Source: an optimization exercise on an open RTL-to-GDS flow (aim: small area and a short achievable clock period). Production flows keep margins and buffers that such runs may drop. RTL that was checked went through simulation tests only; none was proved equivalent to the original. The clock input has no modelled driver; a real chip could not lean on it and would need a root buffer or a full tree. No activity file was given, so power comes from the tool's default toggle rates.

==> flow/design.v <==
module registers (
    input logic rst,
    input logic clk,
    input logic [31:0] reg_addr,
    input logic [31:0] reg_wr_data,
    input logic reg_wr,
    output logic neg_b,
    output logic neg_c
);
    logic wr_hit;
    assign wr_hit = reg_wr & (reg_addr == 32'd10);
    always_ff @(posedge clk)
    begin
        if (rst) begin
            neg_b <= 1'b0;
            neg_c <= 1'b0;
        end
        else if (wr_hit) begin
            neg_b <= (reg_wr_data[1:0] == 2'h2);
            neg_c <= (reg_wr_data[1:0] == 2'h1) | (reg_wr_data[1:0] == 2'h2);
        end
    end
endmodule
module calculate (
    input logic rst,
    input logic clk,
    input logic [31:0] a,
    input logic [31:0] b,
    input logic [31:0] c,
    input logic neg_b,
    input logic neg_c,
    output logic [63:0] z
);
    localparam int W = 38;
    localparam int B1 = 16;
    localparam int B2 = 32;
    logic [31:0] bx, cx;
    logic [31:0] s1, cy1;
    logic nb1, nc1;
    logic [W-1:0] ra, rb;
    logic [W-1:0] p2, g2;
    logic [B1-1:0] u0;
    logic [B2-B1-1:0] u1;
    logic [W-B2-1:0] u2;
    logic c0, c1;
    logic [W-1:0] x2n;
    logic c0n, c1n;
    logic [B2-B1-1:0] v1;
    logic [W-B2-1:0] v2;
    logic carry2;
    logic [W-1:0] z3;
    logic rst1, rst12;
    assign bx = b ^ {32{neg_b}};
    assign cx = c ^ {32{neg_c}};
    always_ff @(posedge clk)
    begin
        s1  <= a ^ bx ^ cx;
        cy1 <= (a & bx) | (a & cx) | (bx & cx);
        nb1 <= neg_b;
        nc1 <= neg_c;
    end
    assign ra = {{(W-32){nb1 ^ nc1}}, s1};
    assign rb = {{(W-33){nb1 & nc1}}, cy1, nc1};
    assign p2 = ra ^ rb;
    assign g2 = {ra[W-1:1] & rb[W-1:1], (ra[0] & rb[0]) | (ra[0] & nb1) | (rb[0] & nb1)};
    prefix_carry #(.W(B1)) iblk0(.p(p2[B1-1:0]), .g(g2[B1-1:0]), .cin(nb1), .s(u0), .cout(c0));
    prefix_carry #(.W(B2-B1)) iblk1(.p(p2[B2-1:B1]), .g(g2[B2-1:B1]), .cin(1'b0), .s(u1), .cout(c1));
    prefix_carry #(.W(W-B2)) iblk2(.p(p2[W-1:B2]), .g(g2[W-1:B2]), .cin(1'b0), .s(u2), .cout());
    always_ff @(posedge clk)
    begin
        x2n <= ~{u2, u1, u0};
        c0n <= ~c0;
        c1n <= ~c1;
        rst1 <= rst;
        rst12 <= rst | rst1;
    end
    assign carry2 = ~c1n | (~c0n & (&(~x2n[B2-1:B1])));
    incrementer #(.W(B2-B1)) iinc1(.x(~x2n[B2-1:B1]), .cin(~c0n), .s(v1));
    incrementer #(.W(W-B2)) iinc2(.x(~x2n[W-1:B2]), .cin(carry2), .s(v2));
    always_ff @(posedge clk)
    begin
        if (rst | rst12)
            z3 <= '0;
        else
            z3 <= {v2, v1, ~x2n[B1-1:0]};
    end
    always_comb
    begin
        z[W-1:0] = z3;
        for (int i = W; i < 64; i++)
            z[i] = z3[34 + (i % (W-34))];
    end
endmodule
module prefix_carry #(
    parameter int W = 38
) (
    input logic [W-1:0] p,
    input logic [W-1:0] g,
    input logic cin,
    output logic [W-1:0] s,
    output logic cout
);
    localparam int L = (W > 32) ? 6 : (W > 16) ? 5 : (W > 8) ? 4 : (W > 4) ? 3 : (W > 2) ? 2 : 1;
    for (genvar l = 0; l <= L; l++) begin : level
        logic [W-1:0] gg;
        logic [W-1:0] tt;
        if (l == 0) begin : first
            assign gg = g;
            assign tt = p;
        end
        else begin : next
            localparam int D = 1 << (l - 1);
            assign gg = {level[l-1].gg[W-1:D] | (level[l-1].tt[W-1:D] & level[l-1].gg[W-1-D:0]),
                         level[l-1].gg[D-1:0]};
            assign tt = {level[l-1].tt[W-1:D] & level[l-1].tt[W-1-D:0], level[l-1].tt[D-1:0]};
        end
    end
    assign s = p ^ {level[L].gg[W-2:0], cin};
    assign cout = level[L].gg[W-1];
endmodule
module incrementer #(
    parameter int W = 21
) (
    input logic [W-1:0] x,
    input logic cin,
    output logic [W-1:0] s
);
    localparam int L = (W > 32) ? 6 : (W > 16) ? 5 : (W > 8) ? 4 : (W > 4) ? 3 : (W > 2) ? 2 : 1;
    for (genvar l = 0; l <= L; l++) begin : level
        logic [W-1:0] tt;
        if (l == 0) begin : first
            assign tt = x;
        end
        else begin : next
            localparam int D = 1 << (l - 1);
            assign tt = {level[l-1].tt[W-1:D] & level[l-1].tt[W-1-D:0], level[l-1].tt[D-1:0]};
        end
    end
    assign s = x ^ ({level[L].tt[W-2:0], 1'b1} & {W{cin}});
endmodule
module operator (
    input logic rst,
    input logic clk,
    input logic [31:0] reg_addr,
    input logic [31:0] reg_wr_data,
    input logic reg_wr,
    input logic [31:0] a,
    input logic [31:0] b,
    input logic [31:0] c,
    output logic [63:0] z
);
    logic neg_b;
    logic neg_c;
    registers ireg(
        .clk(clk),
        .rst(rst),
        .reg_addr(reg_addr),
        .reg_wr_data(reg_wr_data),
        .reg_wr(reg_wr),
        .neg_b(neg_b),
        .neg_c(neg_c));
    calculate ical(
        .clk(clk),
        .rst(rst),
        .a(a),
        .b(b),
        .c(c),
        .neg_b(neg_b),
        .neg_c(neg_c),
        .z(z));
endmodule
Settings: LEC_CHECK=0, ABC_CLOCK_PERIOD_IN_PS=1000, CAP_MARGIN=20, CORE_MARGIN=2, CORE_UTILIZATION=65, CTS_BUF_LIST=sky130_fd_sc_hd__clkbuf_4 sky130_fd_sc_hd__clkbuf_8, CTS_CLUSTER_DIAMETER=60, CTS_CLUSTER_SIZE=30, SETUP_SLACK_MARGIN=3.7, SLEW_MARGIN=20; clock period 6.0 ns.
standard.sh (not shown) runs the stock make flow with config.mk's settings and CLKGATE_MAP_FILE= SYNTH_SCRIPT=/design/flow/synth_recipe.tcl, a recipe that flattens the netlist after the stock synthesis.
==> flow/flow/run.sh <==
#!/bin/bash
# Standard ORFS layout, except that:
#  - the port buffers are small plain buffers (buffer_ports otherwise picks a
#    large delay cell for every port);
#  - the clock tree is two levels: the clock port drives a root clock
#    buffer, which drives six leaf buffers, each driving the flip-flops of
#    one sixth of the core (manual_cts.tcl).
set -euo pipefail
W=$(pwd)
bash standard.sh synth > "$W/make_synth.log" 2>&1
export BUFFER_PORTS_ARGS="-buffer_cell sky130_fd_sc_hd__buf_1"
export PRE_CTS_TCL="$W/flow/manual_cts.tcl"
bash standard.sh > "$W/make_layout.log" 2>&1
Other scripts of this flow, unchanged in this note and not shown: flow/flow/manual_cts.tcl
==> next run, changes <==
--- a/flow/design.v
+++ b/flow/design.v
@@ -5,21 +5,29 @@
     input logic [31:0] reg_wr_data,
     input logic reg_wr,
     output logic neg_b,
     output logic neg_c
 );
-    logic wr_hit;
-    assign wr_hit = reg_wr & (reg_addr == 32'd10);
+    logic wr_hit, wr_nb, wr_nc;
+    logic nb_r, nc_r;
+    always_ff @(posedge clk)
+    begin
+        wr_hit <= ~rst & reg_wr & (reg_addr == 32'd10);
+        wr_nb <= (reg_wr_data[1:0] == 2'h2);
+        wr_nc <= (reg_wr_data[1:0] == 2'h1) | (reg_wr_data[1:0] == 2'h2);
+    end
+    assign neg_b = wr_hit ? wr_nb : nb_r;
+    assign neg_c = wr_hit ? wr_nc : nc_r;
     always_ff @(posedge clk)
     begin
         if (rst) begin
-            neg_b <= 1'b0;
-            neg_c <= 1'b0;
+            nb_r <= 1'b0;
+            nc_r <= 1'b0;
         end
-        else if (wr_hit) begin
-            neg_b <= (reg_wr_data[1:0] == 2'h2);
-            neg_c <= (reg_wr_data[1:0] == 2'h1) | (reg_wr_data[1:0] == 2'h2);
+        else begin
+            nb_r <= neg_b;
+            nc_r <= neg_c;
         end
     end
 endmodule
 module calculate (
     input logic rst,
The new run finished clean.
Worst hold slack hardly moves.
Wire length came out lower slightly.
Setup slack gets better by 180 ps.
Flip-flop and latch count is higher by 3.
Power goes up slightly.
Clock skew is higher by 5.0 ps.
Function not checked in the first run of this note: the RTL went through the layout flow alone. No run of this note takes its clock network from TritonCTS; it comes from the design's own scripts or RTL.

## separate check: timing with driven ports
In the flow no input, the clock included, has a driving cell. The finished layouts below were timed again as built, in two steps. Step 1, drivers: a clkbuf_16 drives clk and a buf_2 each remaining input, both assumed. Step 2 moves the port delays by t, midway between the first and last clock arrival at a register: inputs arrive t later, outputs are due t later. That takes back most of the time a late clock gives input paths. a / b / c = ideal ports / drivers / drivers and shift; a / b = the first two.
| run | t, ns | setup slack, ns | clock arrival spread, ns | slew at the worst register clock pin (ns) | pins driven straight from the clock port |
|---|---|---|---|---|---|
| the first run | 0.384 | 3.652 / 3.666 / 3.282 | 0.006 / 0.006 | 0.09 / 0.09 | 1 |
| the second run | 0.382 | 3.829 / 3.800 / 3.592 | 0.011 / 0.011 | 0.09 / 0.09 | 1 |
After both steps setup and hold are still met in every run listed. For the first run, which loses most, drivers alone change the setup slack by +0.014 ns; drivers and shift together by -0.370 ns.
